This design comes from an exercise in tuning for small area on the open sky130 flow, not from production work.
In this exercise RTL edits were held to simulation tests only and were not proved equivalent to the original.
Power is estimated from default activity; no workload was simulated. No driver is modelled on the clock port, so clocking that relies on it looks cheaper here than on a real chip.

==> design.v <==
module motorCtrlSimple_v2(
	input CLK,
	input reset,
	input [15:0] divider,
	input [15:0] stepsToGo,
	input go,
	input dirInput,
	output reg dir,
	output reg step,
	output reg activeMode
);
reg [14:0] cnt;
reg [14:0] half;     
reg odd;             
reg [15:0] steps;
reg [1:0] state;     
reg extra;           
wire idle = (state == 2'b00);
wire dly  = (state == 2'b01);
wire cz   = (cnt[14:1] == 14'h0);
wire c0   = cz & ~cnt[0];
wire c1   = cz & cnt[0];
wire hz   = (half == 15'h0);
wire hiEnd = step & (extra | (c0 & ~odd));
wire R = ~activeMode | (~step & c1) | (hiEnd & hz);
always @(posedge CLK) begin
	if (reset) begin
		state <= 2'b00;
		activeMode <= 1'b0;
		dir <= 1'b0;
		step <= 1'b0;
	end else begin
		case (state)
		2'b00: begin
			activeMode <= 1'b0;
			dir <= dirInput;
			if (go) state <= (dir != dirInput) ? 2'b01 : 2'b11;
		end
		2'b01: if (c0) state <= 2'b11;
		default: begin
			activeMode <= 1'b1;
			if (R) begin
				if (steps == 16'h0) state <= 2'b00;
				else step <= 1'b1;
			end else if (hiEnd)
				step <= 1'b0;
		end
		endcase
	end
	extra <= ~R & step & ~extra & c0 & odd;
	steps <= idle ? stepsToGo : steps - {15'h0, state[1] & R};
	if (idle) begin
		cnt <= 15'h00ff;
		half <= divider[15:1];
		odd <= divider[0];
	end else if (dly) begin
		cnt <= cnt - 15'h1;
	end else begin
		if (R | hiEnd) cnt <= half;
		else cnt <= cnt - 15'h1;
	end
end
endmodule
module async_transmitter(
	input clk,
	input rst,
	input TxD_start,
	input TxD_load,           
	input [7:0] TxD_data,
	output TxD,
	output TxD_willBeReady    
);
reg [3:0] TxD_state;
reg [7:0] TxD_shift;
reg [7:0] bitCnt;           
wire TxD_busy = (TxD_state != 4'b0000);
wire BitTick = (bitCnt == 8'hff);
assign TxD_willBeReady = ~TxD_busy | ((TxD_state == 4'b0011) & BitTick);
always @(posedge clk) begin
	if (~TxD_busy) bitCnt <= 8'h89;
	else if (BitTick) bitCnt <= 8'h12;
	else bitCnt <= {bitCnt[6:0], bitCnt[7] ^ bitCnt[5] ^ bitCnt[4] ^ bitCnt[3]};
	if (TxD_load) TxD_shift <= TxD_data;
	else if (TxD_state[3] & BitTick) TxD_shift <= (TxD_shift >> 1);
end
always @(posedge clk)
if (rst) TxD_state <= 4'b0000;
else case (TxD_state)
	4'b0000: if (TxD_start) TxD_state <= 4'b0100;
	4'b0100: if (BitTick) TxD_state <= 4'b1000;
	4'b1000: if (BitTick) TxD_state <= 4'b1001;
	4'b1001: if (BitTick) TxD_state <= 4'b1010;
	4'b1010: if (BitTick) TxD_state <= 4'b1011;
	4'b1011: if (BitTick) TxD_state <= 4'b1100;
	4'b1100: if (BitTick) TxD_state <= 4'b1101;
	4'b1101: if (BitTick) TxD_state <= 4'b1110;
	4'b1110: if (BitTick) TxD_state <= 4'b1111;
	4'b1111: if (BitTick) TxD_state <= 4'b0010;
	4'b0010: if (BitTick) TxD_state <= 4'b0011;
	4'b0011: if (BitTick) TxD_state <= 4'b0000;
	default: if (BitTick) TxD_state <= 4'b0000;
endcase
assign TxD = (TxD_state < 4) | (TxD_state[3] & TxD_shift[0]);
endmodule
module async_receiver(
	input clk,
	input rst,
	input RxD,
	output reg RxD_data_ready,
	output reg [7:0] RxD_data
);
reg [10:0] acc;
reg tick;
always @(posedge clk)
	if (rst) {tick, acc} <= 12'd0;
	else {tick, acc} <= {1'b0, acc} + 12'd151;
reg [3:0] RxD_state;
reg [1:0] RxD_sync;
always @(posedge clk) if (rst) RxD_sync <= 2'b11; else if (tick) RxD_sync <= {RxD_sync[0], RxD};
reg [1:0] Filter_cnt;
reg RxD_bit;
always @(posedge clk)
if (rst) begin
	Filter_cnt <= 2'b11;
	RxD_bit <= 1'b1;
end else if (tick) begin
	if (RxD_sync[1] == 1'b1 && Filter_cnt != 2'b11) Filter_cnt <= Filter_cnt + 1'd1;
	else if (RxD_sync[1] == 1'b0 && Filter_cnt != 2'b00) Filter_cnt <= Filter_cnt - 1'd1;
	if (Filter_cnt == 2'b11) RxD_bit <= 1'b1;
	else if (Filter_cnt == 2'b00) RxD_bit <= 1'b0;
end
reg [3:0] OversamplingCnt;
always @(posedge clk) if (rst) OversamplingCnt <= 0; else if (tick) OversamplingCnt <= (RxD_state == 0) ? 4'd0 : OversamplingCnt + 4'd1;
wire sampleNow = tick && (OversamplingCnt == 4'd7);
always @(posedge clk)
if (rst) RxD_state <= 4'b0000; else
case (RxD_state)
	4'b0000: if (~RxD_bit) RxD_state <= 4'b0001;
	4'b0001: if (sampleNow) RxD_state <= 4'b1000;
	4'b1000: if (sampleNow) RxD_state <= 4'b1001;
	4'b1001: if (sampleNow) RxD_state <= 4'b1010;
	4'b1010: if (sampleNow) RxD_state <= 4'b1011;
	4'b1011: if (sampleNow) RxD_state <= 4'b1100;
	4'b1100: if (sampleNow) RxD_state <= 4'b1101;
	4'b1101: if (sampleNow) RxD_state <= 4'b1110;
	4'b1110: if (sampleNow) RxD_state <= 4'b1111;
	4'b1111: if (sampleNow) RxD_state <= 4'b0010;
	4'b0010: if (sampleNow) RxD_state <= 4'b0000;
	default: RxD_state <= 4'b0000;
endcase
always @(posedge clk)
	if (sampleNow && RxD_state[3]) RxD_data <= {RxD_bit, RxD_data[7:1]};
always @(posedge clk)
	if (rst) RxD_data_ready <= 1'b0;
	else RxD_data_ready <= (sampleNow && RxD_state == 4'b0010 && RxD_bit);
endmodule
module top(
	input  CLOCK_25,
	input reset,
	output LED,
	output [9:0] step,
	output [9:0] dir,
	input [9:0] term,
	input 	UART_RX,
	output 	UART_TX,
	output DebugPin1,
	output reg DebugPin2,
	output reg DebugPin3,
	output DebugPin_85,
	output DebugPin5,
	output DebugPin6,
	output DebugPin7,
	output DebugPin8,
	output DebugPin9,
	output debugPin106,
	output DebugPin_86,
	output DebugPin_87,
	output DebugPin_103
);
reg [23:0] ledCnt;
reg ledReg;
wire ledZ = (ledCnt[22:0] == 23'h0);
always @(posedge CLOCK_25)
	if (reset) begin
		ledCnt <= 24'h0;
		ledReg <= 1'b0;
	end else begin
		ledCnt <= {ledCnt[22:0], ledCnt[23] ^ ledCnt[22] ^ ledCnt[21] ^ ledCnt[16] ^ ledZ};
		ledReg <= ledReg ^ (ledCnt[23] & ledZ);
	end
assign LED = ledReg;
wire rxReady;           
wire [7:0] rxData;
reg rxReadyL;           
always @(posedge CLOCK_25) if (reset) rxReadyL <= 1'b0; else rxReadyL <= rxReady;
async_receiver RX(.clk(CLOCK_25), .rst(reset), .RxD(UART_RX),
	.RxD_data_ready(rxReady), .RxD_data(rxData));
assign DebugPin1 = rxReady;
assign DebugPin7 = rxReady;
assign DebugPin_85 = 1'b0;
assign DebugPin9 = 1'b0;
assign DebugPin_86 = 1'b0;
reg [2:0] recvState;            
reg [3:0] curAxis;
reg [17:0] timeOut;
reg timeOutDone;
reg [7:0] cmdB3, cmdB2, cmdB1;  
reg cmdB0;                      
reg [9:0] pending;
reg [9:0] activeR;
wire [9:0] active;
reg [9:0] dirReg;
reg [15:0] divider [0:9];
reg [15:0] stepCounter [0:9];
wire sendDriveStatus = rxReady && (recvState == 3'd0) && (rxData[3:0] == 4'hF);
assign debugPin106 = sendDriveStatus;
assign DebugPin5 = active[0];
assign DebugPin6 = pending[0];
assign DebugPin_87 = step[0];
assign DebugPin_103 = dir[0];
wire cmdDone = rxReadyL && (recvState == 3'd6);
wire store = cmdDone && (curAxis < 4'd10) && !pending[curAxis];
integer c;
always @(posedge CLOCK_25) begin
	if (reset) begin
		recvState <= 3'd0;
		timeOutDone <= 1'b1;
		DebugPin2 <= 1'b0;
		DebugPin3 <= 1'b0;
		pending <= 10'd0;
		activeR <= 10'd0;
		dirReg <= 10'd0;
	end else begin
		if (rxReady) begin
			if (recvState == 3'd0) begin
				if (rxData[3:0] != 4'hF) recvState <= 3'd1;
			end else
				recvState <= recvState + 3'd1;
			timeOutDone <= 1'b0;
		end else begin
			if (timeOutDone) recvState <= 3'd0;
			DebugPin3 <= timeOutDone;
			if (&timeOut) timeOutDone <= 1'b1;
		end
		DebugPin2 <= rxReadyL && (recvState == 3'd5);
		if (rxReadyL) begin
			if (recvState == 3'd6) recvState <= 3'd0;
			if (store) begin
				pending[curAxis] <= 1'b1;
				dirReg[curAxis] <= cmdB0;
			end
		end else begin
			activeR <= active;
			pending <= pending & ~(active & ~activeR);
		end
	end
	if (rxReady) timeOut <= 18'h3fffe;
	else timeOut <= {timeOut[16:0], timeOut[17] ^ timeOut[10]};
	if (rxReady && recvState == 3'd0) curAxis <= rxData[3:0];
	if (rxReadyL) begin
		cmdB3 <= rxData;
		cmdB2 <= cmdB3;
		cmdB1 <= cmdB2;
		cmdB0 <= cmdB1[7];
	end
	for (c = 0; c < 10; c = c + 1)
		if (store && curAxis == c) begin
			divider[c] <= {cmdB2, cmdB1};
			stepCounter[c] <= {rxData, cmdB3};
		end
end
genvar i;
generate
for (i = 0; i < 10; i = i + 1) begin : motorControlBlock
	motorCtrlSimple_v2 mr(.CLK(CLOCK_25), .reset(reset),
		.divider(divider[i]), .stepsToGo(stepCounter[i]),
		.go(pending[i] && (stepCounter[i] != 16'h0)),
		.dirInput(dirReg[i]), .dir(dir[i]), .step(step[i]), .activeMode(active[i]));
end
endgenerate
reg [2:0] sendState;
reg uartStartSignal;
reg [11:0] sendDelay;    
wire sendDelayEnd = sendDelay[11] & (sendDelay[10:0] == 11'h0);
wire txWillBeReady;
assign DebugPin8 = uartStartSignal;
wire sendNow = (sendState == 3'd0) ? sendDriveStatus : (sendState[0] == 1'b0);
reg [7:0] txData;
always @(*)
	case (sendState[2:1])
		2'd0: txData = {3'b000, pending[4:0]};
		2'd1: txData = {3'b010, pending[9:5]};
		2'd2: txData = {3'b100, ~term[4:0]};
		default: txData = {3'b110, ~term[9:5]};
	endcase
always @(posedge CLOCK_25) begin
	if (reset) begin
		sendState <= 3'd7;
		uartStartSignal <= 1'b0;
	end else begin
		uartStartSignal <= sendNow;
		if (sendState[0]) begin
			if (sendState == 3'd7 || sendDelayEnd) sendState <= sendState + 3'd1;
		end else if (sendNow)
			sendState <= sendState + 3'd1;
	end
	if (sendState[0]) sendDelay <= {sendDelay[10:0], sendDelay[11] ^ sendDelay[10] ^ sendDelay[9] ^ sendDelay[3] ^ (sendDelay[10:0] == 11'h0)};
	else sendDelay <= 12'h0;
end
async_transmitter TX(.clk(CLOCK_25), .rst(reset), .TxD(UART_TX),
	.TxD_start(uartStartSignal), .TxD_load(sendNow & txWillBeReady),
	.TxD_data(txData), .TxD_willBeReady(txWillBeReady));
endmodule
==> run.sh <==
#!/bin/bash
# synth_recipe.tcl (not shown) runs the flow's synth.tcl, then flattens the netlist and writes it again
# the make line also repeats each setting of config.mk as NAME=value (left out here)
make -C /OpenROAD-flow-scripts/flow DESIGN_CONFIG=/design/flow/config.mk WORK_HOME=/design/flow/orfs CLKGATE_MAP_FILE= SYNTH_SCRIPT=/design/flow/synth_recipe.tcl finish
==> config.mk <==
export PLATFORM = sky130hd
export DESIGN_NAME = top
export DESIGN_NICKNAME = top
export VERILOG_FILES = /design/flow/design.v
export SDC_FILE = /design/flow/constraint.sdc
export NUM_CORES = 4
export LEC_CHECK = 0
export CAP_MARGIN = 20
export CORE_MARGIN = 2
export CORE_UTILIZATION = 40
export CTS_CLUSTER_DIAMETER = 100
export CTS_CLUSTER_SIZE = 30
export PLACE_DENSITY = 0.6
export SLEW_MARGIN = 20
==> constraint.sdc <==
create_clock -name core_clock -period 10.0 [get_ports {CLOCK_25}]
set_input_delay 2.0000 -clock core_clock [delete_from_list [all_inputs] [get_ports {CLOCK_25}]]
set_output_delay 2.0000 -clock core_clock [all_outputs]
set_load 0.01 [all_outputs]
==> results.ini, run 1 <==
[setup_path]
crit_start=RX.RxD_data[3]
slowest_delay_ns=0.71
critPathLaunchType=flop
path_class=flop to output pin
critPathMaxFanout=14
crit_slowest_cell=edfxtp_1
cp-end-kind=output pin
crit_required_ns=8.00
reg2reg_from=motorControlBlock[0].mr.cnt[8]
crit_chain=and4_1, nand3_1, inv_1, clkdlybuf4s50_1
critical_path_arrival_ns=2.44

[place]
hpwl_um=57780
pre_cts_ws_ns=6.042
place_inst=4702
routabilityCongestion=0.8342
port_buffers=44

[global_routing]
grt_pass1_wl_um=135900
use_met1_pct=23.41
grt_max_degree=75
overflow=0
use_met2_pct=28.54
antenna_found_initial=11
busiest_layer=met2
first_global_vias=23690
grtUsageMet3_pct=1.869
grt_use_total_pct=16.90

[pwr]
total_power_w=0.008855
power_frac_comb_pct=16.1
clkPwrFrac_pct=23.5
switching_share_pct=28.75
intPower_w=0.006309
peakVddDrop_uv=114.6
p_leak_nw=14.53
powerDensity_nw_per_um2=205.8
power_switching_w=0.002546
seqPwrFrac_pct=60.4

[route]
dr.pass1.iters=5
drc_errors=0
vias_per_cell=5.240
vias=25030
drtAntennaViolNets=0
drtIter0Drc=2031
routed_wl_um=88110
wl_per_cell_um=18.44

[timing]
fin_crit_ns=4.435
finalSetupViolCount=0
finalHoldViolations=0
worst-slew-pin-transition_ns=1.097
finalCritPeriodShare_pct=44.35
clock_skew_ns=0.02687
hold_ws_ns=0.4049
finalWorstSetupSlack_ns=5.565
tns_ns=0
final-max-slew-violation-count=0
fmax_mhz=225.5
rsz0062_at_grt=false
max_slew_margin_pct=26.89

[floorplan]
pin_count=48
core_region_area_um2=99710
dieArea_um2=102700
initial_core_util_pct=40.19
die_h_um=320.5
die-width_um=320.5
rows=116

[logic_synthesis]
async_flop_share_pct=0
yosys-mux-area-fraction_pct=0.9959
yosys_warnings=8
synth_cells=3475
synth_xor_area_share_pct=6.032
synth_compound_area_share_pct=8.648
ys_dominant_reg_cell=edfxtp_1
synthAdderAreaFrac_pct=1.436
syn_area_um2=40080
synth_top_family_by_area=simple AND/OR/NAND/NOR gates
seq_area_frac_synth_pct=64.51
yosys.area_share.simple_pct=15.83
synth.distinct_cells=71
syn_area_per_cell_um2=11.53
ys_ff_latch=1029
synth_edf_count=525

[cts]
h-tree-depth=2
cts_hold_buf=0
cts_root_buffer=clkbuf_16
clk-insertion-delay-late_ns=0.62
clk_pin_slew_worst_paths_ns=0.11
post_cts_buffers=0
clock-sinks=1029
cts_buffer_depth=3
numCtsBuffers=41
cts_resized=0
cts_tree=built

[hold_path]
min_path_type=flop to flop
hold_start=divider[6][14]

[layout]
syn_to_final_growth_pct=7.368
nets=3506
drive_gt1_share_pct=4.487
stdcell_count=4777

[run_status]
status=finished clean

[flow_run]
cap_violations=0

## cell type report
type / count / area [µm²]
fillers: 9131 / 56680
flip-flops and latches: 1029 / 25860
multi-input cells: 2207 / 13310
well taps: 1298 / 1624
clock buffers: 68 / 1137
repair buffers: 79 / 700.7
inverters: 89 / 334.1
clock inverters: 5 / 58.81
diodes: 2 / 5.005
## worst paths after layout
path                                  endpoint  slack (ns)  depth (start not counted)
min reg2reg   motorControlBlock[6].mr.half[13]        0.40                          0
max                                debugPin106        5.56                          4
max reg2reg  motorControlBlock[0].mr.steps[11]        5.99                         12
min           motorControlBlock[6].mr.half[13]        0.40                          0
## registers in the layout, indices dropped and copies added, names as in the netlist, 11 cells and up
name / cells
timeOut: 18
sendDelay: 12
RX.acc: 11
motorControlBlock.mr.state: 20
motorControlBlock.mr.steps: 160
motorControlBlock.mr.half: 150
divider: 160
ledCnt: 24
motorControlBlock.mr.cnt: 150
stepCounter: 160
## routing by layer
metal  vias up  wire, µm
li1      12470         -
met1     12100     40700
met2       372     41850
met3        86      3739
met4         0      1815
met5         -         0
## cell usage after synthesis (34+ instances only)
cell type	instances	area, µm²
nand2_1	333	1250
and3_1	34	212.7
dfxtp_1	504	10090
a31oi_1	66	412.9
inv_1	83	311.6
xor2_1	98	858.3
nor4_1	147	919.6
nor2b_1	53	331.6
xnor2_1	178	1559
nor2_1	293	1100
clkbuf_1	112	420.4
o21ai_0	201	1006
a21oi_1	107	535.5
nand3_1	50	250.2
a211oi_1	61	457.9
ha_1	46	575.6
nor3_1	160	800.8
edfxtp_1	525	15770
## worst max-delay path, delay by kind of cell (launching register included)
kind / cells / cell delay, ns
and+or+nand+nor: 2 / 0.50
DFF: 1 / 0.71
buffers and inverters: 2 / 0.61
## layout by cell type, fill, tap and decap left out, types with 34 or more instances in the layout
master and n:
nand2_1 333, dfxtp_1 503, and3_1 34, clkdlybuf4s50_1 43, nor4_1 147, edfxtp_1 525
xnor2_1 178, clkbuf_16 41, nand3_1 50, buf_4 36, xor2_1 98, ha_1 46
a211oi_1 61, nor3_1 159, inv_1 81, a21oi_1 107, o21ai_0 201, nor2b_1 53
nor2_1 293, a31oi_1 66
## metrics by stage
step                      utilization (%)  instance area (µm²)
after detailed placement            41.90                41780
after global routing                43.15                43020
final                               43.15                43030
after CTS                           43.10                42970
after floorplan                         -                40080
after global placement              41.90                41780
## logic make-up after synthesis
family | count (synthesis)
AOI/OAI and AO/OA | 560
DFF | 1029
other | 1
and+or+nand+nor | 1286
buffers and inverters | 241
xor gates and xnor gates | 276
muxes | 36
adders and majority gates | 46
## power groups by stage
stage | logic [W] | registers, W | clock network, W
global placement | 0.00141 | 0.00543 | 0
finish | 0.00143 | 0.00535 | 0.00208
floorplan | 0.00118 | 0.00530 | 0
global route | 0.00163 | 0.00542 | 0.00228
CTS | 0.00143 | 0.00534 | 0.00215
detailed placement | 0.00143 | 0.00543 | 0
==> inputs of run 2 (changes only) <==
--- a/design.v
+++ b/design.v
@@ -67,10 +67,10 @@
 	input TxD_start,
 	input TxD_load,           
-	input [7:0] TxD_data,
+	input [7:0] TxD_data,     
 	output TxD,
 	output TxD_willBeReady    
 );
 reg [3:0] TxD_state;
-reg [7:0] TxD_shift;
+reg [7:0] TxD_byte;         
 reg [7:0] bitCnt;           
 wire TxD_busy = (TxD_state != 4'b0000);
@@ -81,6 +81,8 @@
 	else if (BitTick) bitCnt <= 8'h12;
 	else bitCnt <= {bitCnt[6:0], bitCnt[7] ^ bitCnt[5] ^ bitCnt[4] ^ bitCnt[3]};
-	if (TxD_load) TxD_shift <= TxD_data;
-	else if (TxD_state[3] & BitTick) TxD_shift <= (TxD_shift >> 1);
+	if (TxD_load) begin
+		TxD_byte[7:6] <= TxD_data[7:6];
+		TxD_byte[4:0] <= TxD_data[4:0];
+	end
 end
 always @(posedge clk)
@@ -101,5 +103,6 @@
 	default: if (BitTick) TxD_state <= 4'b0000;
 endcase
-assign TxD = (TxD_state < 4) | (TxD_state[3] & TxD_shift[0]);
+wire [7:0] txBits = {TxD_byte[7:6], 1'b0, TxD_byte[4:0]};
+assign TxD = (TxD_state < 4) | (TxD_state[3] & txBits[TxD_state[2:0]]);
 endmodule
 module async_receiver(
==> flow/run.sh (new file) <==
#!/bin/bash
set -e
cp standard.sh standard_sh_copy.txt
export BUFFER_PORTS_ARGS="-buffer_cell sky130_fd_sc_hd__buf_1"
bash standard.sh > standard_flow.log 2>&1
==> standard.sh (new file) <==
#!/bin/bash
# synth_recipe.tcl (not shown) runs the flow's synth.tcl, then flattens the netlist and writes it again
# the make line also repeats each setting of config.mk as NAME=value (left out here)
make -C /OpenROAD-flow-scripts/flow DESIGN_CONFIG=/design/flow/config.mk WORK_HOME=/design/flow/orfs CLKGATE_MAP_FILE= SYNTH_SCRIPT=/design/flow/synth_recipe.tcl "${@:-finish}"
removed: run.sh
==> results.ini, run 2 <==
[run_status]
status=finished clean

[hold_path]
min_path_type=flop to flop

[layout]
drive_gt1_share_pct=4.511  ; +0.025 points
syn_to_final_growth_pct=6.966
layout_common_cells=edfxtp_1 (524), dfxtp_1 (503), nand2_1 (348)
final_common_cell=edfxtp_1
fillers=9279  ; +1.6%
nets=3509  ; +0.086%
final_util_pct=42.99  ; -0.16 points
largestRegisters=divider (160), motorControlBlock.mr.steps (160), stepCounter (160)

[logic_synthesis]
synth_common_cells=edfxtp_1 (524), dfxtp_1 (504), nand2_1 (348)
ys_ff_latch=1028  ; -0.097%
yosysTopAreaCellShare_pct=39.32  ; about the same
synth_compound_area_share_pct=8.707  ; +0.059 points
syn_area_per_cell_um2=11.53  ; about the same
seq_area_frac_synth_pct=64.53  ; about the same
synth_area_leaders=edfxtp_1 (39%), dfxtp_1 (25%), xnor2_1 (3.9%), nand2_1 (3.3%), o21ai_0 (2.7%)
synth_edf_count=524  ; -0.19%
synthAdderAreaFrac_pct=1.438  ; +0.0020 points
syn_area_um2=40020  ; -0.14%
synth_cells=3471  ; -0.12%
yosysTopAreaCell=edfxtp_1
async_flop_share_pct=0  ; unchanged
synth_xor_area_share_pct=6.128  ; +0.096 points
synth.most_common_cell=edfxtp_1
synth_top_family_by_area=simple AND/OR/NAND/NOR gates
synth.distinct_cells=74  ; +4.2%
yosys.area_share.simple_pct=15.44  ; -0.39 points
yosys-mux-area-fraction_pct=1.210  ; +0.21 points
yosys_warnings=8  ; unchanged
ys_dominant_reg_cell=edfxtp_1

[cts]
cts_buffer_depth=3  ; unchanged
numCtsBuffers=40  ; -2.4%
cts_tree=built
clk_pin_slew_worst_paths_ns=0.11  ; about the same
h-tree-depth=2  ; unchanged
clock-sinks=1028  ; -0.097%
cts_resized=0  ; unchanged
cts_hold_buf=0  ; unchanged
clk-insertion-delay-late_ns=0.63  ; about the same
post_cts_buffers=0  ; unchanged
cts_root_buffer=clkbuf_16

[global_routing]
grt_use_total_pct=17.03  ; +0.13 points
first_global_vias=23530  ; -0.68%
overflow=0  ; unchanged
antenna_found_initial=10  ; -1
grt_max_degree=68  ; -9.3%
grt_pass1_wl_um=136300  ; +0.31%

[route]
dr.pass1.iters=5  ; unchanged
drtIter0Drc=1985  ; -2.3%
drtAntennaViolNets=0  ; unchanged
vias=25130  ; +0.40%
vias_per_cell=5.255  ; +0.27%
wl_per_cell_um=18.50  ; +0.33%
routed_wl_um=88510  ; +0.45%
drc_errors=0  ; unchanged

[place]
routabilityCongestion=0.8093  ; -3.0%
hpwl_um=58030  ; +0.43%
port_buffers=44  ; unchanged

[pwr]
p_leak_nw=14.44  ; -0.64%
powerDensity_nw_per_um2=189.7  ; -7.8%
peakVddDrop_uv=118.8  ; +3.7%

[setup_path]
crit_required_ns=8.00  ; about the same
critPathLaunchType=flop
critPathMaxFanout=14  ; unchanged
cp-end-kind=output pin
r2r_slack_ns=6.26  ; +0.27 ns
critical_path_arrival_ns=2.30  ; -0.14 ns
path_class=flop to output pin

[timing]
finalCritPeriodShare_pct=43.04  ; -1.3 points
rsz0062_at_grt=false
fin_crit_ns=4.304  ; -0.1313 ns
finalSetupViolCount=0  ; unchanged
finalHoldViolations=0  ; unchanged
final-max-slew-violation-count=0  ; unchanged
clock_skew_ns=0.03674  ; +0.009869 ns
tns_ns=0  ; unchanged
fmax_mhz=232.3  ; +3.1%
worst-slew-pin-transition_ns=1.071  ; -0.02546 ns
hold_ws_ns=0.4208  ; +0.01593 ns
max_slew_margin_pct=28.59  ; +1.7 points

[floorplan]
die-width_um=320.3  ; about the same
pin_count=48  ; unchanged
core_region_area_um2=99570  ; -0.15%
rows=116  ; unchanged
initial_core_util_pct=40.19  ; about the same
die_h_um=320.3  ; about the same
dieArea_um2=102600  ; -0.14%

[flow_run]
cap_violations=0  ; unchanged

## run 2: worst paths after layout
path / startpoint / endpoint / cells past startpoint
worst max-delay path: RX.RxD_data[3] / debugPin106 / 4
worst min-delay path: divider[0][3] / motorControlBlock[0].mr.half[2] / 0
worst min register to register: divider[0][3] / motorControlBlock[0].mr.half[2] / 0
worst max register to register: motorControlBlock[0].mr.cnt[5] / motorControlBlock[0].mr.steps[13] / 12
## run 2: where the power goes
part / total [W] / leakage [nW] / internal [W] / switching (W)
Clock: 0.00208 / 0.586 / 0.000830 / 0.00125
Sequential: 0.00508 / 9.04 / 0.00476 / 0.000314
Combinational: 0.000960 / 4.81 / 0.000406 / 0.000554
Total: 0.00812 / 14.4 / 0.00600 / 0.00212
## run 2: worst max-delay path, cell delays in order, from the launching register on
cell and delay, ns:
edfxtp_1 0.82, and4_1 0.32, nand3_1 0.24, inv_1 0.12
buf_1 0.17
## run 2: metrics by stage
step | setup WS, ns | area, µm² | power [W] | instances
final | 5.696 | 42810 | 0.008121 | 4783
after global routing | 5.615 | 42790 | 0.008524 | 4778
after CTS | 5.645 | 42760 | 0.008199 | 4778
after detailed placement | 5.849 | 41550 | 0.006136 | 4706
after global placement | 5.863 | 41510 | 0.006117 | 4703
after floorplan | 5.471 | 40030 | 0.005885 | 3473
## run 2: layout make-up
| cell class | count | area, µm² | share of cell area (%) |
|---|---|---|---|
| Sequential cell | 1028 | 25830 | 60.33 |
| Clock buffer | 68 | 1147 | 2.680 |
| Clock inverter | 4 | 57.56 | 0.1345 |
| Antenna cell | 5 | 12.51 | 0.02923 |
| Tap cell | 1298 | 1624 | 3.794 |
| Inverter | 92 | 345.3 | 0.8067 |
| Multi-Input combinational cell | 2201 | 13280 | 31.03 |
| Timing Repair Buffer | 87 | 510.5 | 1.193 |
## run 2: cell families (layout without fill, tap and decap cells)
group | count (synthesis) | count (layout)
xor gates and xnor gates | 280 | 280
AOI/OAI and AO/OA | 568 | 568
muxes | 44 | 44
buffers and inverters | 244 | 251
DFF | 1028 | 1028
and+or+nand+nor | 1260 | 1260
other | 1 | 8
adders and majority gates | 46 | 46
## run 2: per-layer routing
metal | global-route usage, % | wire (µm) | share of wire [%] | vias to the layer above
li1 | - | - | - | 12460
met5 | 0 | 0 | 0 | -
met1 | 23.89 | 41340 | 47 | 12140
met3 | 1.995 | 4043 | 4.6 | 99
met4 | 5.175 | 2537 | 2.9 | 0
met2 | 27.71 | 40590 | 46 | 429
==> inputs of run 3 (changes only) <==
==> flow/run.sh (replaced) <==
#!/bin/bash
set -e
export BUFFER_PORTS_ARGS="-buffer_cell sky130_fd_sc_hd__buf_1"
export CTS_ARGS="-sink_clustering_enable -repair_clock_nets -sink_clustering_size 30 -sink_clustering_max_diameter 100 -dont_use_dummy_load"
export RECOVER_POWER=100
bash standard.sh > standard_flow.log 2>&1
==> results.ini, run 3 <==
[pwr]
intPower_w=0.005895  ; -1.8%
p_leak_nw=14.14  ; -2.0%
powerDensity_nw_per_um2=188.4  ; -0.67%
power_switching_w=0.002086  ; -1.6%
switching_share_pct=26.14  ; +0.033 points
clkPwrFrac_pct=24.5  ; -1.1 points
power_frac_comb_pct=11.9  ; about the same
seqPwrFrac_pct=63.7  ; +1.2 points
peakVddDrop_uv=116.1  ; -2.3%

[layout]
drive_gt1_share_pct=2.465  ; -2.0 points
final_common_cell=edfxtp_1
nets=3509  ; unchanged
layout_common_cells=edfxtp_1 (524), dfxtp_1 (504), nand2_1 (348)
syn_to_final_growth_pct=5.840
final_util_pct=42.54  ; -0.45 points
largestRegisters=divider (160), motorControlBlock.mr.steps (160), stepCounter (160)

[route]
wl_met1_um=41420  ; +0.21%
drc_errors=0  ; unchanged
drtIter0Drc=1971  ; -0.71%
top_layer=met4
wl_per_cell_um=18.63  ; +0.70%
vias_per_cell=5.265  ; +0.19%
dr_wl_met3_um=4127  ; +2.1%
routed_wl_um=88500  ; about the same
drtAntennaViolNets=0  ; unchanged
wl_met2_um=40230  ; -0.89%
dr.pass1.iters=7  ; +2
vias=25000  ; -0.52%

[cts]
clock-sinks=1028  ; unchanged
clk_pin_slew_worst_paths_ns=0.12  ; about the same
h-tree-depth=2  ; unchanged
cts_root_buffer=clkbuf_16
cts_resized=0  ; unchanged
clk-insertion-delay-late_ns=0.64  ; about the same
post_cts_buffers=0  ; unchanged
numCtsBuffers=40  ; unchanged
cts_tree=built
cts_buffer_depth=3  ; unchanged
cts_hold_buf=0  ; unchanged

[logic_synthesis]
synth.most_common_cell=edfxtp_1
yosysTopAreaCellShare_pct=39.32  ; unchanged
synth_xor_area_share_pct=6.128  ; unchanged
yosysTopAreaCell=edfxtp_1
ys_ff_latch=1028  ; unchanged
synth_cells=3471  ; unchanged
yosys-mux-area-fraction_pct=1.210  ; unchanged
yosys.area_share.simple_pct=15.44  ; unchanged
synth_compound_area_share_pct=8.707  ; unchanged
synth_common_cells=edfxtp_1 (524), dfxtp_1 (504), nand2_1 (348)
synth_top_family_by_area=simple AND/OR/NAND/NOR gates
synth.distinct_cells=74  ; unchanged
async_flop_share_pct=0  ; unchanged
synthAdderAreaFrac_pct=1.438  ; unchanged
syn_area_per_cell_um2=11.53  ; unchanged
synth_area_leaders=edfxtp_1 (39%), dfxtp_1 (25%), xnor2_1 (3.9%), nand2_1 (3.3%), o21ai_0 (2.7%)
yosys_warnings=8  ; unchanged
ys_dominant_reg_cell=edfxtp_1
syn_area_um2=40020  ; unchanged
synth_edf_count=524  ; unchanged
seq_area_frac_synth_pct=64.53  ; unchanged

[setup_path]
slowest_delay_ns=2.69  ; +1.87 ns
crit_required_ns=10.36  ; +2.36 ns
critPathMaxFanout=67  ; +53
critPathLaunchType=primary input
path_class=primary input to flop
path_delay_family=buffers and inverters
crit_top_cell=clkbuf_1
cp-end-kind=flop
crit_slowest_cell=clkbuf_1
crit_chain=clkbuf_1, clkbuf_1, or3_1, o32ai_1
path_buf_inv=2  ; unchanged
critical_path_arrival_ns=6.91  ; +4.61 ns

[floorplan]
pin_count=48  ; unchanged
die_h_um=320.3  ; unchanged
dieArea_um2=102600  ; unchanged
die-width_um=320.3  ; unchanged
rows=116  ; unchanged
core_region_area_um2=99570  ; unchanged
initial_core_util_pct=40.19  ; unchanged

[global_routing]
grt_max_degree=68  ; unchanged
grt_use_total_pct=17.03  ; about the same
grt_pass1_wl_um=136200  ; -0.10%
overflow=0  ; unchanged
antenna_found_initial=9  ; -1
first_global_vias=23500  ; -0.12%

[timing]
fmax_mhz=152.5  ; -34%
clock_skew_ns=0.04687  ; +0.01013 ns
finalCritPeriodShare_pct=65.56  ; +23 points
final-max-slew-violation-count=788  ; +788
finalSetupViolCount=0  ; unchanged
rsz0062_at_grt=false
worst-slew-pin-transition_ns=3.679  ; +2.608 ns
tns_ns=0  ; unchanged
fin_crit_ns=6.556  ; +2.252 ns
finalHoldViolations=0  ; unchanged
max_slew_margin_pct=-145.3  ; -170 points

[place]
hpwl_um=58030  ; unchanged
port_buffers=44  ; unchanged
routabilityCongestion=0.8093  ; unchanged

[hold_path]
min_path_type=flop to flop

[run_status]
violatedChecks=capacitance limit, slew limit
status=failed layout checks

[flow_run]
cap_violations=22  ; +22

run 3: path summary, 6_finish.rpt:
path / startpoint / cells after the start / endpoint / slack (ns)
setup / recovery: reset / 4 / motorControlBlock[0].mr.state[1] / 3.44
hold / removal: divider[4][15] / 0 / motorControlBlock[4].mr.half[14] / 0.41
setup reg to reg: rxReadyL / 7 / divider[1][15] / 4.12
hold reg to reg: divider[4][15] / 0 / motorControlBlock[4].mr.half[14] / 0.41
run 3: stage by stage:
stage | power, W | cells | setup WS, ns | hold WS [ns] | cell area, µm²
after floorplan | 0.005885 | 3473 | 5.471 | 0.3965 | 40030
after global placement | 0.006117 | 4703 | 5.863 | 0.4004 | 41510
after global routing | 0.008376 | 4746 | 2.975 | 0.4265 | 42350
final | 0.007981 | 4749 | 3.444 | 0.4139 | 42360
after CTS | 0.008055 | 4746 | 5.647 | 0.4204 | 42560
after detailed placement | 0.006136 | 4706 | 5.849 | 0.4045 | 41550
run 3: area by class of cell:
cell class              instances  area, µm²
diodes                          3      7.507
clock buffers                  40       1001
fillers                      9328      57210
inverters                      92      345.3
multi-input cells            2201      13220
flip-flops and latches       1028      25820
well taps                    1298       1624
repair buffers                 87      337.8
run 3: worst register-to-register path: cells and delay by family, from the launching register on:
family        cells  cell delay (ns)
buf+inv           2             3.32
simple gates      5             1.77
flops             1             0.33
run 3: layer usage:
layer	global-route usage, %	up-vias
met5	0	-
met4	5.102	0
met3	2.134	115
met2	27.68	425
met1	23.86	12030
li1	-	12440
run 3: logic make-up (layout without fill, tap and decap cells):
group,after synthesis,count (layout)
and+or+nand+nor,1260,1260
muxes,44,44
xor gates and xnor gates,280,280
DFF,1028,1028
AOI/OAI and AO/OA,568,568
buffers and inverters,244,219
other,1,6
adders and majority gates,46,46
run 3: power groups by stage:
stage / logic, W / registers (W) / clock network, W
final: 0.000949 / 0.00508 / 0.00195
after global routing: 0.00110 / 0.00514 / 0.00214
after CTS: 0.000968 / 0.00508 / 0.00201
after detailed placement: 0.000962 / 0.00517 / 0
after global placement: 0.000948 / 0.00517 / 0
after floorplan: 0.000815 / 0.00507 / 0
==> inputs of run 4 (changes only) <==
==> flow/run.sh (replaced) <==
#!/bin/bash
set -e
export BUFFER_PORTS_ARGS="-buffer_cell sky130_fd_sc_hd__buf_1"
export CTS_ARGS="-sink_clustering_enable -repair_clock_nets -sink_clustering_size 30 -sink_clustering_max_diameter 100 -dont_use_dummy_load"
bash standard.sh > standard_flow.log 2>&1
==> results.ini, run 4 <==
[route]
routed_wl_um=88660  ; +0.19%
vias=25030  ; +0.096%
vias_per_cell=5.272  ; +0.14%
dr.pass1.iters=5  ; -2
drtIter0Drc=1997  ; +1.3%
drtAntennaViolNets=0  ; unchanged
drc_errors=0  ; unchanged
wl_per_cell_um=18.68  ; +0.23%

[layout]
nets=3509  ; unchanged
final_common_cell=edfxtp_1
stdcell_count=4747  ; -0.042%
layout_common_cells=edfxtp_1 (524), dfxtp_1 (503), nand2_1 (348)
largestRegisters=divider (160), motorControlBlock.mr.steps (160), stepCounter (160)
drive_gt1_share_pct=4.350  ; +1.9 points
syn_to_final_growth_pct=6.431

[cts]
clk-insertion-delay-late_ns=0.64  ; about the same
cts_root_buffer=clkbuf_16
clk_pin_slew_worst_paths_ns=0.12  ; about the same
numCtsBuffers=40  ; unchanged
h-tree-depth=2  ; unchanged
cts_buffer_depth=3  ; unchanged
clock-sinks=1028  ; unchanged
cts_hold_buf=0  ; unchanged
cts_resized=0  ; unchanged
cts_tree=built
post_cts_buffers=0  ; unchanged

[setup_path]
crit_start=RX.RxD_data[1]
cp-end-kind=output pin
reg2reg_from=motorControlBlock[0].mr.cnt[5]
setup.worst_path.end=debugPin106
critical_path_arrival_ns=2.28  ; -4.63 ns
r2r_slack_ns=6.28  ; +2.16 ns
critPathMaxFanout=14  ; -79%
reg2regPathDepth=12  ; +5
crit_required_ns=8.00  ; -2.36 ns
path_class=flop to output pin
r2r_end=motorControlBlock[0].mr.steps[13]
critPathLaunchType=flop

[timing]
finalHoldViolations=0  ; unchanged
worst-slew-pin-transition_ns=1.102  ; -2.577 ns
tns_ns=0  ; unchanged
max_slew_margin_pct=26.54  ; +170 points
finalCritPeriodShare_pct=42.77  ; -23 points
rsz0062_at_grt=false
clock_skew_ns=0.05059  ; +0.003725 ns
finalSetupViolCount=0  ; unchanged
fmax_mhz=233.8  ; +53%
fin_crit_ns=4.277  ; -2.279 ns
final-max-slew-violation-count=0  ; -100%

[flow_run]
cap_violations=0  ; -100%

[floorplan]
die_h_um=320.3  ; unchanged
die-width_um=320.3  ; unchanged
dieArea_um2=102600  ; unchanged
rows=116  ; unchanged
pin_count=48  ; unchanged
initial_core_util_pct=40.19  ; unchanged
core_region_area_um2=99570  ; unchanged

[logic_synthesis]
syn_area_per_cell_um2=11.53  ; unchanged
ys_ff_latch=1028  ; unchanged
synth.most_common_cell=edfxtp_1
synth_common_cells=edfxtp_1 (524), dfxtp_1 (504), nand2_1 (348)
synth_cells=3471  ; unchanged
yosysTopAreaCell=edfxtp_1
synth.distinct_cells=74  ; unchanged
syn_area_um2=40020  ; unchanged
async_flop_share_pct=0  ; unchanged
yosys_warnings=8  ; unchanged
synth_area_leaders=edfxtp_1 (39%), dfxtp_1 (25%), xnor2_1 (3.9%), nand2_1 (3.3%), o21ai_0 (2.7%)
seq_area_frac_synth_pct=64.53  ; unchanged
synth_edf_count=524  ; unchanged
yosysTopAreaCellShare_pct=39.32  ; unchanged
ys_dominant_reg_cell=edfxtp_1

[pwr]
powerDensity_nw_per_um2=187.6  ; -0.45%
p_leak_nw=14.34  ; +1.4%
peakVddDrop_uv=116.6  ; +0.50%

[global_routing]
grt_max_degree=68  ; unchanged
grt_use_total_pct=17.03  ; unchanged
grt_pass1_wl_um=136200  ; unchanged
overflow=0  ; unchanged
antenna_found_initial=9  ; unchanged
first_global_vias=23500  ; unchanged

[hold_path]
min_path_type=flop to flop

[place]
port_buffers=44  ; unchanged
place_inst=4706  ; unchanged
hpwl_um=58030  ; unchanged
routabilityCongestion=0.8093  ; unchanged

[run_status]
status=finished clean

==> run 4: report_power, final <==
| group | switching, W | internal (W) | leakage, nW |
|---|---|---|---|
| clock network | 0.00122 | 0.000727 | 0.493 |
| registers | 0.000314 | 0.00476 | 9.04 |
| logic | 0.000553 | 0.000406 | 4.81 |
| total | 0.00209 | 0.00590 | 14.3 |
==> run 4: cell families (layout without fill, tap and decap cells) <==
group           count (synthesis)  count (layout)  share of synthesized area (%)
mux                            44              44                          1.210
simple gates                 1260            1260                          15.44
xor+xnor                      280             280                          6.128
buf+inv                       244             219                          2.542
fa+ha+maj                      46              46                          1.438
other cells                     1               4                       0.009370
flops                        1028            1028                          64.53
compound gates                568             568                          8.707
==> run 4: worst max-delay path, stage by stage (launching register included) <==
cell	delay [ns]
edfxtp_1	0.78
and4_1	0.32
nand3_1	0.24
inv_1	0.12
buf_1	0.17
==> run 4: worst min path at each step <==
stage,startpoint,endpoint,slack (ns),cells after the start
2_1_floorplan,motorControlBlock[3].mr.extra,motorControlBlock[3].mr.extra,0.40,1
3_3_place_gp,divider[7][7],motorControlBlock[7].mr.half[6],0.40,0
3_5_place_dp,divider[0][1],motorControlBlock[0].mr.half[0],0.40,0
4_1_cts,divider[7][12],motorControlBlock[7].mr.half[11],0.42,0
5_1_grt,divider[4][15],motorControlBlock[4].mr.half[14],0.43,0
6_report,divider[7][12],motorControlBlock[7].mr.half[11],0.41,0
==> run 4: layout make-up <==
cell class / count / area [µm²]
tap: 1298 / 1624
timing repair buffer: 87 / 510.5
multi-input combinational: 2201 / 13280
sequential: 1028 / 25830
inverter: 92 / 345.3
antenna: 1 / 2.502
clock buffer: 40 / 1001
fill: 9285 / 56970
==> run 4: per-stage QoR <==
step / util [%] / area [µm²] / hold slack (ns) / total power [W] / worst slack [ns]
2_1_floorplan: - / 40030 / 0.3965 / 0.005885 / 5.471
3_3_place_gp: 41.69 / 41510 / 0.4004 / 0.006117 / 5.863
3_5_place_dp: 41.74 / 41550 / 0.4045 / 0.006136 / 5.849
4_1_cts: 42.74 / 42560 / 0.4204 / 0.008055 / 5.647
5_1_grt: 42.78 / 42590 / 0.4265 / 0.008383 / 5.614
6_report: 42.78 / 42590 / 0.4141 / 0.007990 / 5.723
==> run 4: per-layer routing <==
layer | global-route usage, % | routed length [µm]
met4 | 5.102 | 2664
met5 | 0 | 0
met3 | 2.134 | 3758
met2 | 27.68 | 40450
met1 | 23.86 | 41790
==> inputs of run 5 (changes only) <==
--- a/config.mk
+++ b/config.mk
@@ -6,5 +6,5 @@
 export NUM_CORES = 4
 export LEC_CHECK = 0
-export CAP_MARGIN = 20
+export CAP_MARGIN = 0
 export CORE_MARGIN = 2
 export CORE_UTILIZATION = 40
@@ -12,3 +12,3 @@
 export CTS_CLUSTER_SIZE = 30
 export PLACE_DENSITY = 0.6
-export SLEW_MARGIN = 20
+export SLEW_MARGIN = 0
==> results.ini, run 5 <==
[run_status]
status=finished clean

[global_routing]
overflow=0  ; unchanged
grt_max_degree=68  ; unchanged
grt_pass1_wl_um=136100  ; about the same
first_global_vias=23480  ; -0.098%
grt_use_total_pct=17.00  ; -0.032 points
antenna_found_initial=11  ; +2

[pwr]
peakVddDrop_uv=101.2  ; -13%
powerDensity_nw_per_um2=187.7  ; about the same
p_leak_nw=14.32  ; -0.18%

[route]
drtIter0Drc=2048  ; +2.6%
routed_wl_um=88680  ; about the same
dr.pass1.iters=5  ; unchanged
wl_per_cell_um=18.68  ; about the same
vias_per_cell=5.279  ; +0.14%
drtAntennaViolNets=0  ; unchanged
vias=25060  ; +0.14%
drc_errors=0  ; unchanged

[timing]
max_slew_margin_pct=19.92  ; -6.6 points
rsz0062_at_grt=false
fmax_mhz=234.5  ; +0.31%
worst-slew-pin-transition_ns=1.194  ; +0.09210 ns
fin_crit_ns=4.264  ; -0.01330 ns
finalHoldViolations=0  ; unchanged
finalCritPeriodShare_pct=42.64  ; -0.13 points
finalSetupViolCount=0  ; unchanged
tns_ns=0  ; unchanged
final-max-slew-violation-count=0  ; unchanged
clock_skew_ns=0.04547  ; -0.005126 ns

[setup_path]
path_buf_inv=2  ; unchanged
crit_chain=and4_1, nand3_1, inv_1, buf_1
cp-end-kind=output pin
reg2reg_from=motorControlBlock[0].mr.cnt[5]
critPathLaunchType=flop
path_class=flop to output pin
crit_start=RX.RxD_data[0]
critPathMaxFanout=13  ; -1
crit_slowest_cell=edfxtp_1
critical_path_arrival_ns=2.26  ; -0.02 ns
slowest_delay_ns=0.79  ; about the same
path_delay_family=flip-flops
crit_required_ns=8.00  ; about the same

[layout]
regArea_um2=25830  ; unchanged
drive_gt1_share_pct=4.267  ; -0.083 points
layout_common_cells=edfxtp_1 (524), dfxtp_1 (503), nand2_1 (348)
syn_to_final_growth_pct=6.259
final_util_pct=42.71  ; -0.069 points
multi_input_area_um2=13250  ; -0.26%
fillers=9268  ; -0.18%
final_common_cell=edfxtp_1
largestRegisters=divider (160), motorControlBlock.mr.steps (160), stepCounter (160)
nets=3506  ; -0.085%

[logic_synthesis]
ys_ff_latch=1028  ; unchanged
syn_area_um2=40020  ; unchanged
yosysTopAreaCellShare_pct=39.32  ; unchanged
synth.most_common_cell=edfxtp_1
synth_common_cells=edfxtp_1 (524), dfxtp_1 (504), nand2_1 (348)
ys_dominant_reg_cell=edfxtp_1
yosysTopAreaCell=edfxtp_1
yosys_warnings=8  ; unchanged
synth.distinct_cells=74  ; unchanged
async_flop_share_pct=0  ; unchanged
synth_area_leaders=edfxtp_1 (39%), dfxtp_1 (25%), xnor2_1 (3.9%), nand2_1 (3.3%), o21ai_0 (2.7%)
synth_cells=3471  ; unchanged
syn_area_per_cell_um2=11.53  ; unchanged
seq_area_frac_synth_pct=64.53  ; unchanged
synth_edf_count=524  ; unchanged

[floorplan]
pin_count=48  ; unchanged
core_region_area_um2=99570  ; unchanged
dieArea_um2=102600  ; unchanged
die_h_um=320.3  ; unchanged
rows=116  ; unchanged
initial_core_util_pct=40.19  ; unchanged
die-width_um=320.3  ; unchanged

[hold_path]
hold_start=divider[7][9]
min_path_type=flop to flop

[cts]
cts_root_buffer=clkbuf_16
post_cts_buffers=0  ; unchanged
cts_buffer_depth=3  ; unchanged
cts_resized=0  ; unchanged
clk-insertion-delay-late_ns=0.62  ; -0.02 ns
numCtsBuffers=40  ; unchanged
clock-sinks=1028  ; unchanged
cts_tree=built
cts_hold_buf=0  ; unchanged
h-tree-depth=2  ; unchanged
clk_pin_slew_worst_paths_ns=0.11  ; about the same

[place]
hpwl_um=57660  ; -0.64%
port_buffers=44  ; unchanged
routabilityCongestion=0.8093  ; unchanged

[flow_run]
cap_violations=0  ; unchanged

[run 5: metal layers]
layer	global-route usage, %	share of wire [%]	up-vias
li1	-	-	12420
met1	24.02	47	12130
met2	27.83	46	410
met3	1.844	4.0	102
met4	4.601	2.6	0
met5	0	0	-
[run 5: worst register-to-register path, delay by kind of cell, from the launching register on]
family	cells	cell delay (ns)
AO/OA/AOI/OAI	3	0.73
XOR/XNOR	1	0.16
adder cells (fa/ha/maj)	1	0.20
flip-flops	1	0.36
AND/OR/NAND/NOR	7	2.38
[run 5: worst paths after layout]
| kind | to | slack, ns | cells after the start |
|---|---|---|---|
| min reg2reg | motorControlBlock[7].mr.half[8] | 0.41 | 0 |
| min | motorControlBlock[7].mr.half[8] | 0.41 | 0 |
| max | debugPin106 | 5.74 | 4 |
| max reg2reg | motorControlBlock[0].mr.steps[13] | 6.08 | 12 |
[run 5: cell type report]
type                       instances  area share, %
sequential                      1028          60.73
multi-input combinational       2201          31.16
tap                             1298          3.819
clock buffer                      40          2.354
timing repair buffer              84          1.103
inverter                          92         0.8121
antenna                            4        0.02354
[run 5: stage by stage]
step | instance area (µm²) | setup slack (ns) | std cells | hold slack (ns) | power [W]
finish | 42520 | 5.736 | 4747 | 0.4078 | 0.007981
global route | 42510 | 5.614 | 4743 | 0.4098 | 0.008378
CTS | 42510 | 5.636 | 4743 | 0.4124 | 0.008059
detailed placement | 41510 | 5.850 | 4703 | 0.4045 | 0.006136
global placement | 41510 | 5.863 | 4703 | 0.4004 | 0.006117
floorplan | 40030 | 5.471 | 3473 | 0.3965 | 0.005885
[run 5: report_power, final]
group	switching (W)	total, W	internal (W)
Sequential	0.000315	0.00508	0.00477
Clock	0.00122	0.00194	0.000727
Combinational	0.000552	0.000956	0.000404
[run 5: kinds of logic (layout without fill, tap and decap cells)]
logic type	Yosys count	after routing	share of synthesized area (%)
flops	1028	1028	64.53
compound gates	568	568	8.707
mux	44	44	1.210
xor+xnor	280	280	6.128
fa+ha+maj	46	46	1.438
buf+inv	244	216	2.542
other cells	1	7	0.009370
simple gates	1260	1260	15.44
==> inputs of run 6 (changes only) <==
==> run.sh (new file) <==
#!/bin/bash
# synth_recipe.tcl (not shown) runs the flow's synth.tcl, then flattens the netlist and writes it again
# the make line also repeats each setting of config.mk as NAME=value (left out here)
make -C /OpenROAD-flow-scripts/flow DESIGN_CONFIG=/design/flow/config.mk WORK_HOME=/design/flow/orfs CLKGATE_MAP_FILE= SYNTH_SCRIPT=/design/flow/synth_recipe.tcl finish
--- a/config.mk
+++ b/config.mk
@@ -8,7 +8,7 @@
 export CAP_MARGIN = 0
 export CORE_MARGIN = 2
-export CORE_UTILIZATION = 40
+export CORE_UTILIZATION = 70
 export CTS_CLUSTER_DIAMETER = 100
 export CTS_CLUSTER_SIZE = 30
-export PLACE_DENSITY = 0.6
+export PLACE_DENSITY = 0.85
 export SLEW_MARGIN = 0
removed: flow/run.sh
removed: standard.sh
==> results.ini, run 6 <==
[run_status]
status=finished clean

[route]
wl_per_cell_um=20.53  ; +9.9%
drtIter0Drc=2818  ; +38%
routed_wl_um=86760  ; -2.2%
vias_per_cell=6.253  ; +18%
vias=26430  ; +5.5%
dr.pass1.iters=6  ; +1
drc_errors=0  ; unchanged
drtAntennaViolNets=0  ; unchanged

[timing]
finalCritPeriodShare_pct=45.16  ; +2.5 points
clock_skew_ns=0.02760  ; -0.01787 ns
rsz0062_at_grt=false
max_slew_margin_pct=8.906  ; -11 points
worst-slew-pin-transition_ns=1.366  ; +0.1724 ns
fmax_mhz=221.4  ; -5.6%
fin_crit_ns=4.516  ; +0.2523 ns
finalHoldViolations=0  ; unchanged
tns_ns=0  ; unchanged
finalWorstSetupSlack_ns=5.484  ; -0.2523 ns
final-max-slew-violation-count=0  ; unchanged
finalSetupViolCount=0  ; unchanged

[setup_path]
crit_chain=and4_1, nand3_1, inv_1, clkdlybuf4s50_1
path_class=flop to output pin
crit_start=RX.RxD_data[2]
reg2reg_from=motorControlBlock[0].mr.cnt[5]
setup.worst_path.end=debugPin106
r2r_slack_ns=5.93  ; -0.15 ns
path_buf_inv=2  ; unchanged
cp-end-kind=output pin
crit_required_ns=8.00  ; about the same
r2r_end=motorControlBlock[0].mr.steps[13]
critPathLaunchType=flop
reg2regPathDepth=12  ; unchanged
critical_path_arrival_ns=2.52  ; +0.26 ns
crit_slowest_cell=edfxtp_1
cp.depth=4  ; unchanged
critPathMaxFanout=14  ; +1
path_delay_family=flip-flops
slowest_delay_ns=0.72  ; -0.07 ns

[cts]
cts_hold_buf=0  ; unchanged
clk_pin_slew_worst_paths_ns=0.11  ; about the same
numCtsBuffers=40  ; unchanged
clk-insertion-delay-late_ns=0.62  ; about the same
cts_root_buffer=clkbuf_16
cts_resized=0  ; unchanged
clock-sinks=1028  ; unchanged
cts_tree=built
h-tree-depth=2  ; unchanged
cts_buffer_depth=3  ; unchanged
post_cts_buffers=0  ; unchanged

[logic_synthesis]
syn_area_um2=40020  ; unchanged
ys_ff_latch=1028  ; unchanged
synth_common_cells=edfxtp_1 (524), dfxtp_1 (504), nand2_1 (348)
yosysTopAreaCellShare_pct=39.32  ; unchanged
seq_area_frac_synth_pct=64.53  ; unchanged
yosysTopAreaCell=edfxtp_1
synth.distinct_cells=74  ; unchanged
synth_edf_count=524  ; unchanged
async_flop_share_pct=0  ; unchanged
synth_area_leaders=edfxtp_1 (39%), dfxtp_1 (25%), xnor2_1 (3.9%), nand2_1 (3.3%), o21ai_0 (2.7%)
syn_area_per_cell_um2=11.53  ; unchanged
synth.most_common_cell=edfxtp_1
yosys_warnings=8  ; unchanged
synth_cells=3471  ; unchanged
ys_dominant_reg_cell=edfxtp_1

[hold_path]
min_path_type=flop to flop
whs_path_depth=0  ; unchanged

[global_routing]
grt_use_total_pct=29.26  ; +12 points
antenna_found_initial=5  ; -6
grt_max_degree=79  ; +16%
grt_pass1_wl_um=135900  ; -0.12%
overflow=0  ; unchanged
first_global_vias=25510  ; +8.6%

[flow_run]
cap_violations=0  ; unchanged

[layout]
syn_to_final_growth_pct=5.506
diodes=0  ; -4
layout_common_cells=edfxtp_1 (524), dfxtp_1 (503), nand2_1 (348)
stdcell_count=4227  ; -11%
final_util_pct=74.74  ; +32 points
largestRegisters=divider (160), motorControlBlock.mr.steps (160), stepCounter (160)
final_common_cell=edfxtp_1
drive_gt1_share_pct=4.149  ; -0.12 points
fillers=3466  ; -63%
nets=3501  ; -0.14%

[place]
port_buffers=44  ; unchanged
routabilityCongestion=0.9093  ; +12%
hpwl_um=56650  ; -1.8%
pre_cts_ws_ns=6.017  ; +0.1664 ns
place_inst=4155  ; -12%

[floorplan]
core_region_area_um2=56500  ; -43%
rows=87  ; -25%
initial_core_util_pct=70.84  ; +31 points
die-width_um=243.1  ; -24%
dieArea_um2=59100  ; -42%
pin_count=48  ; unchanged
die_h_um=243.1  ; -24%

[pwr]
p_leak_nw=14.46  ; +0.97%
powerDensity_nw_per_um2=191.4  ; +2.0%
peakVddDrop_uv=229.7  ; +130%

run 6: cell counts after synthesis:
Identical to the previous run, type by type.
run 6: final cells by class:
cell class / instances / area, µm² / area share [%]
Inverter: 92 / 345.3 / 0.8179
Clock inverter: 2 / 27.53 / 0.06519
Sequential cell: 1028 / 25830 / 61.17
Clock buffer: 69 / 1131 / 2.679
Multi-Input combinational cell: 2201 / 13250 / 31.38
Timing Repair Buffer: 79 / 698.2 / 1.654
Tap cell: 756 / 945.9 / 2.240
run 6: worst min path at each step:
stage	end	startpoint	slack, ns
finish	motorControlBlock[1].mr.half[11]	divider[1][12]	0.41
global placement	motorControlBlock[4].mr.half[8]	divider[4][9]	0.40
detailed placement	motorControlBlock[0].mr.half[14]	divider[0][15]	0.40
global route	motorControlBlock[9].mr.half[14]	divider[9][15]	0.43
CTS	motorControlBlock[1].mr.half[2]	divider[1][3]	0.42
floorplan	motorControlBlock[3].mr.extra	motorControlBlock[3].mr.extra	0.40
run 6: routing by layer:
metal	track usage [%]	share of wire [%]	vias to the layer above
met1	39.18	40	12720
met2	48.75	48	1066
met4	11.33	4.0	0
li1	-	-	12450
met5	0	0	-
met3	4.224	8.0	201
run 6: report_power, final:
part,leakage (nW),internal [W],total [W],switching [W]
clock,0.551,0.000792,0.00200,0.00121
sequential,9.04,0.00477,0.00509,0.000323
combinational,4.87,0.000416,0.000991,0.000575
total,14.5,0.00597,0.00808,0.00211
run 6: cell families after synthesis:
logic type	after synthesis	synth area share, %
XOR/XNOR	280	6.128
AND/OR/NAND/NOR	1260	15.44
other	1	0.009370
buffers and inverters	244	2.542
AO/OA/AOI/OAI	568	8.707
flip-flops	1028	64.53
adder cells (fa/ha/maj)	46	1.438
multiplexers	44	1.210
run 6: through the flow:
step	hold WS [ns]	total power, W	instance area, µm²
finish	0.4094	0.008084	42220
global route	0.4252	0.008425	42220
CTS	0.4156	0.008089	42220
detailed placement	0.4045	0.006142	41060
global placement	0.4001	0.006064	41060
floorplan	0.3965	0.005885	40030
==> inputs of run 7 (changes only) <==
==> flow/run.sh (new file) <==
#!/bin/bash
set -e
cfg() { sed -n "s/^export $1 *= *//p" config.mk | tail -n 1; }
SIZE=$(cfg CTS_CLUSTER_SIZE); SIZE=${SIZE:-30}
DIAM=$(cfg CTS_CLUSTER_DIAMETER); DIAM=${DIAM:-100}
export BUFFER_PORTS_ARGS="-buffer_cell sky130_fd_sc_hd__buf_1"
export CTS_ARGS="-sink_clustering_enable -repair_clock_nets -sink_clustering_size $SIZE -sink_clustering_max_diameter $DIAM -dont_use_dummy_load"
echo "CTS_ARGS=$CTS_ARGS" > run_settings.log
bash standard.sh > standard_flow.log 2>&1
==> standard.sh (new file) <==
#!/bin/bash
# synth_recipe.tcl (not shown) runs the flow's synth.tcl, then flattens the netlist and writes it again
# the make line also repeats each setting of config.mk as NAME=value (left out here)
make -C /OpenROAD-flow-scripts/flow DESIGN_CONFIG=/design/flow/config.mk WORK_HOME=/design/flow/orfs CLKGATE_MAP_FILE= SYNTH_SCRIPT=/design/flow/synth_recipe.tcl "${@:-finish}"
--- a/config.mk
+++ b/config.mk
@@ -8,7 +8,7 @@
 export CAP_MARGIN = 0
 export CORE_MARGIN = 2
-export CORE_UTILIZATION = 70
+export CORE_UTILIZATION = 80
 export CTS_CLUSTER_DIAMETER = 100
-export CTS_CLUSTER_SIZE = 30
-export PLACE_DENSITY = 0.85
+export CTS_CLUSTER_SIZE = 33
+export PLACE_DENSITY = 0.9
 export SLEW_MARGIN = 0
removed: run.sh
==> results.ini, run 7 <==
[timing]
finalHoldViolations=0  ; unchanged
worst-slew-pin-transition_ns=1.245  ; -0.1217 ns
clock_skew_ns=0.09438  ; +0.06678 ns
finalCritPeriodShare_pct=43.03  ; -2.1 points
max_slew_margin_pct=17.02  ; +8.1 points
finalSetupViolCount=0  ; unchanged
rsz0062_at_grt=false
final-max-slew-violation-count=0  ; unchanged
finalWorstSetupSlack_ns=5.697  ; +0.2135 ns
tns_ns=0  ; unchanged
fin_crit_ns=4.303  ; -0.2135 ns
fmax_mhz=232.4  ; +5.0%

[logic_synthesis]
syn_area_um2=40020  ; unchanged
synth.most_common_cell=edfxtp_1
seq_area_frac_synth_pct=64.53  ; unchanged
synth_cells=3471  ; unchanged
synth_area_leaders=edfxtp_1 (39%), dfxtp_1 (25%), xnor2_1 (3.9%), nand2_1 (3.3%), o21ai_0 (2.7%)
synth_edf_count=524  ; unchanged
ys_dominant_reg_cell=edfxtp_1
yosysTopAreaCellShare_pct=39.32  ; unchanged
async_flop_share_pct=0  ; unchanged
synth_common_cells=edfxtp_1 (524), dfxtp_1 (504), nand2_1 (348)
syn_area_per_cell_um2=11.53  ; unchanged
synth.distinct_cells=74  ; unchanged
ys_ff_latch=1028  ; unchanged
yosysTopAreaCell=edfxtp_1
yosys_warnings=8  ; unchanged

[cts]
cts_buffer_depth=3  ; unchanged
post_cts_buffers=0  ; unchanged
cts_hold_buf=0  ; unchanged
clk-insertion-delay-late_ns=0.63  ; about the same
h-tree-depth=2  ; unchanged
cts_resized=0  ; unchanged
numCtsBuffers=37  ; -7.5%
clk_pin_slew_worst_paths_ns=0.12  ; about the same
cts_root_buffer=clkbuf_16
clock-sinks=1028  ; unchanged
cts_tree=built

[place]
hpwl_um=58810  ; +3.8%
routabilityCongestion=0.8974  ; -1.3%
port_buffers=44  ; unchanged
pre_cts_ws_ns=5.963  ; -0.05360 ns

[layout]
nets=3494  ; -0.20%
drive_gt1_share_pct=3.903  ; -0.25 points
syn_to_final_growth_pct=3.920
final_common_cell=edfxtp_1
fillers=2472  ; -29%
layout_common_cells=edfxtp_1 (524), dfxtp_1 (503), nand2_1 (348)
largestRegisters=divider (160), motorControlBlock.mr.steps (160), stepCounter (160)

[setup_path]
cp-end-kind=output pin
critPathMaxFanout=14  ; unchanged
crit_required_ns=8.00  ; about the same
reg2reg_from=motorControlBlock[0].mr.cnt[5]
crit_start=RX.RxD_data[3]
critPathLaunchType=flop
critical_path_arrival_ns=2.30  ; -0.22 ns
path_class=flop to output pin

[floorplan]
core_region_area_um2=49150  ; -13%
initial_core_util_pct=81.42  ; +11 points
dieArea_um2=51830  ; -12%
die-width_um=227.7  ; -6.4%
pin_count=48  ; unchanged
rows=81  ; -6.9%
die_h_um=227.7  ; -6.4%

[pwr]
powerDensity_nw_per_um2=191.0  ; -0.26%
peakVddDrop_uv=243.2  ; +5.9%
p_leak_nw=14.24  ; -1.5%

[hold_path]
min_path_type=flop to flop
hold_start=divider[7][4]

[global_routing]
grt_use_total_pct=35.11  ; +5.9 points
overflow=0  ; unchanged
grt_max_degree=79  ; unchanged
grt_pass1_wl_um=138200  ; +1.7%
first_global_vias=25830  ; +1.3%
antenna_found_initial=4  ; -1

[route]
drtIter0Drc=3304  ; +17%
routed_wl_um=90920  ; +4.8%
vias=27050  ; +2.3%
vias_per_cell=6.597  ; +5.5%
drc_errors=0  ; unchanged
dr.pass1.iters=6  ; unchanged
drtAntennaViolNets=0  ; unchanged
wl_per_cell_um=22.17  ; +8.0%

[run_status]
status=finished clean

[flow_run]
cap_violations=0  ; unchanged

==> run 7: cell counts after synthesis <==
Identical to the previous run, type by type.
==> run 7: metal layers <==
layer | global-route usage (%) | routed length [µm] | up-vias
li1 | - | - | 12400
met1 | 46.03 | 34220 | 13030
met2 | 58.24 | 43970 | 1349
met3 | 5.592 | 8406 | 274
met4 | 16.49 | 4308 | 2
met5 | 0 | 9 | -
==> run 7: worst paths after layout <==
check	slack [ns]	cells after the start	end
hold / removal	0.42	0	motorControlBlock[7].mr.half[3]
hold reg to reg	0.42	0	motorControlBlock[7].mr.half[3]
setup reg to reg	5.92	12	motorControlBlock[0].mr.steps[13]
setup / recovery	5.70	4	debugPin106
==> run 7: power by group <==
group | internal (W) | switching (W) | total (W)
Clock | 0.000676 | 0.00117 | 0.00184
Combinational | 0.000402 | 0.000601 | 0.00100
Sequential | 0.00477 | 0.000329 | 0.00510
Total | 0.00584 | 0.00210 | 0.00794
==> run 7: cell type report <==
class	instances	area, µm²	share of cell area, %
diodes	4	10.01	0.02407
clock buffers	37	925.9	2.226
inverters	92	345.3	0.8304
multi-input cells	2201	13250	31.86
flip-flops and latches	1028	25830	62.10
well taps	664	830.8	1.998
repair buffers	75	401.6	0.9657
==> run 7: kinds of logic (layout without fill, tap and decap cells) <==
logic type / count (synthesis) / after routing / synth area share, %
AOI/OAI and AO/OA: 568 / 568 / 8.707
DFF: 1028 / 1028 / 64.53
other: 1 / 7 / 0.009370
muxes: 44 / 44 / 1.210
buffers and inverters: 244 / 204 / 2.542
and+or+nand+nor: 1260 / 1260 / 15.44
adders and majority gates: 46 / 46 / 1.438
xor gates and xnor gates: 280 / 280 / 6.128
==> run 7: critical path: stages (launching register included) <==
cell      delay [ns]
edfxtp_1        0.79
and4_1          0.40
nand3_1         0.19
inv_1           0.13
buf_1           0.16
==> run 7: per-stage QoR <==
stage	instance area, µm²	total power [W]	instances	hold WS, ns	util, %
5_1_grt	41580	0.008231	4097	0.4309	84.59
6_report	41590	0.007941	4101	0.4175	84.61
2_1_floorplan	40030	0.005885	3473	0.3965	-
4_1_cts	41570	0.007927	4097	0.4243	84.58
3_3_place_gp	40650	0.006048	4060	0.4004	82.69
3_5_place_dp	40650	0.006148	4060	0.4045	82.69

-- afterwards: timing with drivers on the ports --
Ports are ideal in the flow. The routed layouts listed here were re-timed in OpenROAD. Step 1 (the two cells are an assumption about what drives the block):
set clk [get_ports {CLOCK_25}]
set_driving_cell -lib_cell sky130_fd_sc_hd__clkbuf_16 $clk
set_driving_cell -lib_cell sky130_fd_sc_hd__buf_2 [delete_from_list [all_inputs] $clk]
Step 2 adds t to the input delays and takes it off the output delays; t is the mean of the earliest and latest rising clock arrival at the registers after step 1. Input paths then give back, and output paths get back, about the clock's delay inside the block. Three values: ideal ports, drivers, drivers and shift; two values: the first two.
| run | t, ns | setup slack, ns | worst data-port slew with drivers (ns) |
|---|---|---|---|
| run 1 | 0.669 | 5.565 / 5.499 / 5.987 | 0.06 |
| run 2 | 0.686 | 5.696 / 5.626 / 5.844 | 0.08 |
| run 3 | 0.684 | 3.444 / 3.473 / 2.788 | 0.08 |
| run 4 | 0.685 | 5.723 / 5.653 / 5.850 | 0.08 |
| run 5 | 0.665 | 5.736 / 5.668 / 5.873 | 0.07 |
| run 6 | 0.666 | 5.484 / 5.423 / 5.931 | 0.04 |
| run 7 | 0.646 | 5.697 / 5.635 / 5.919 | 0.04 |
For run 3, which loses most, drivers alone change the setup slack by +0.029 ns; drivers and shift together by -0.656 ns.
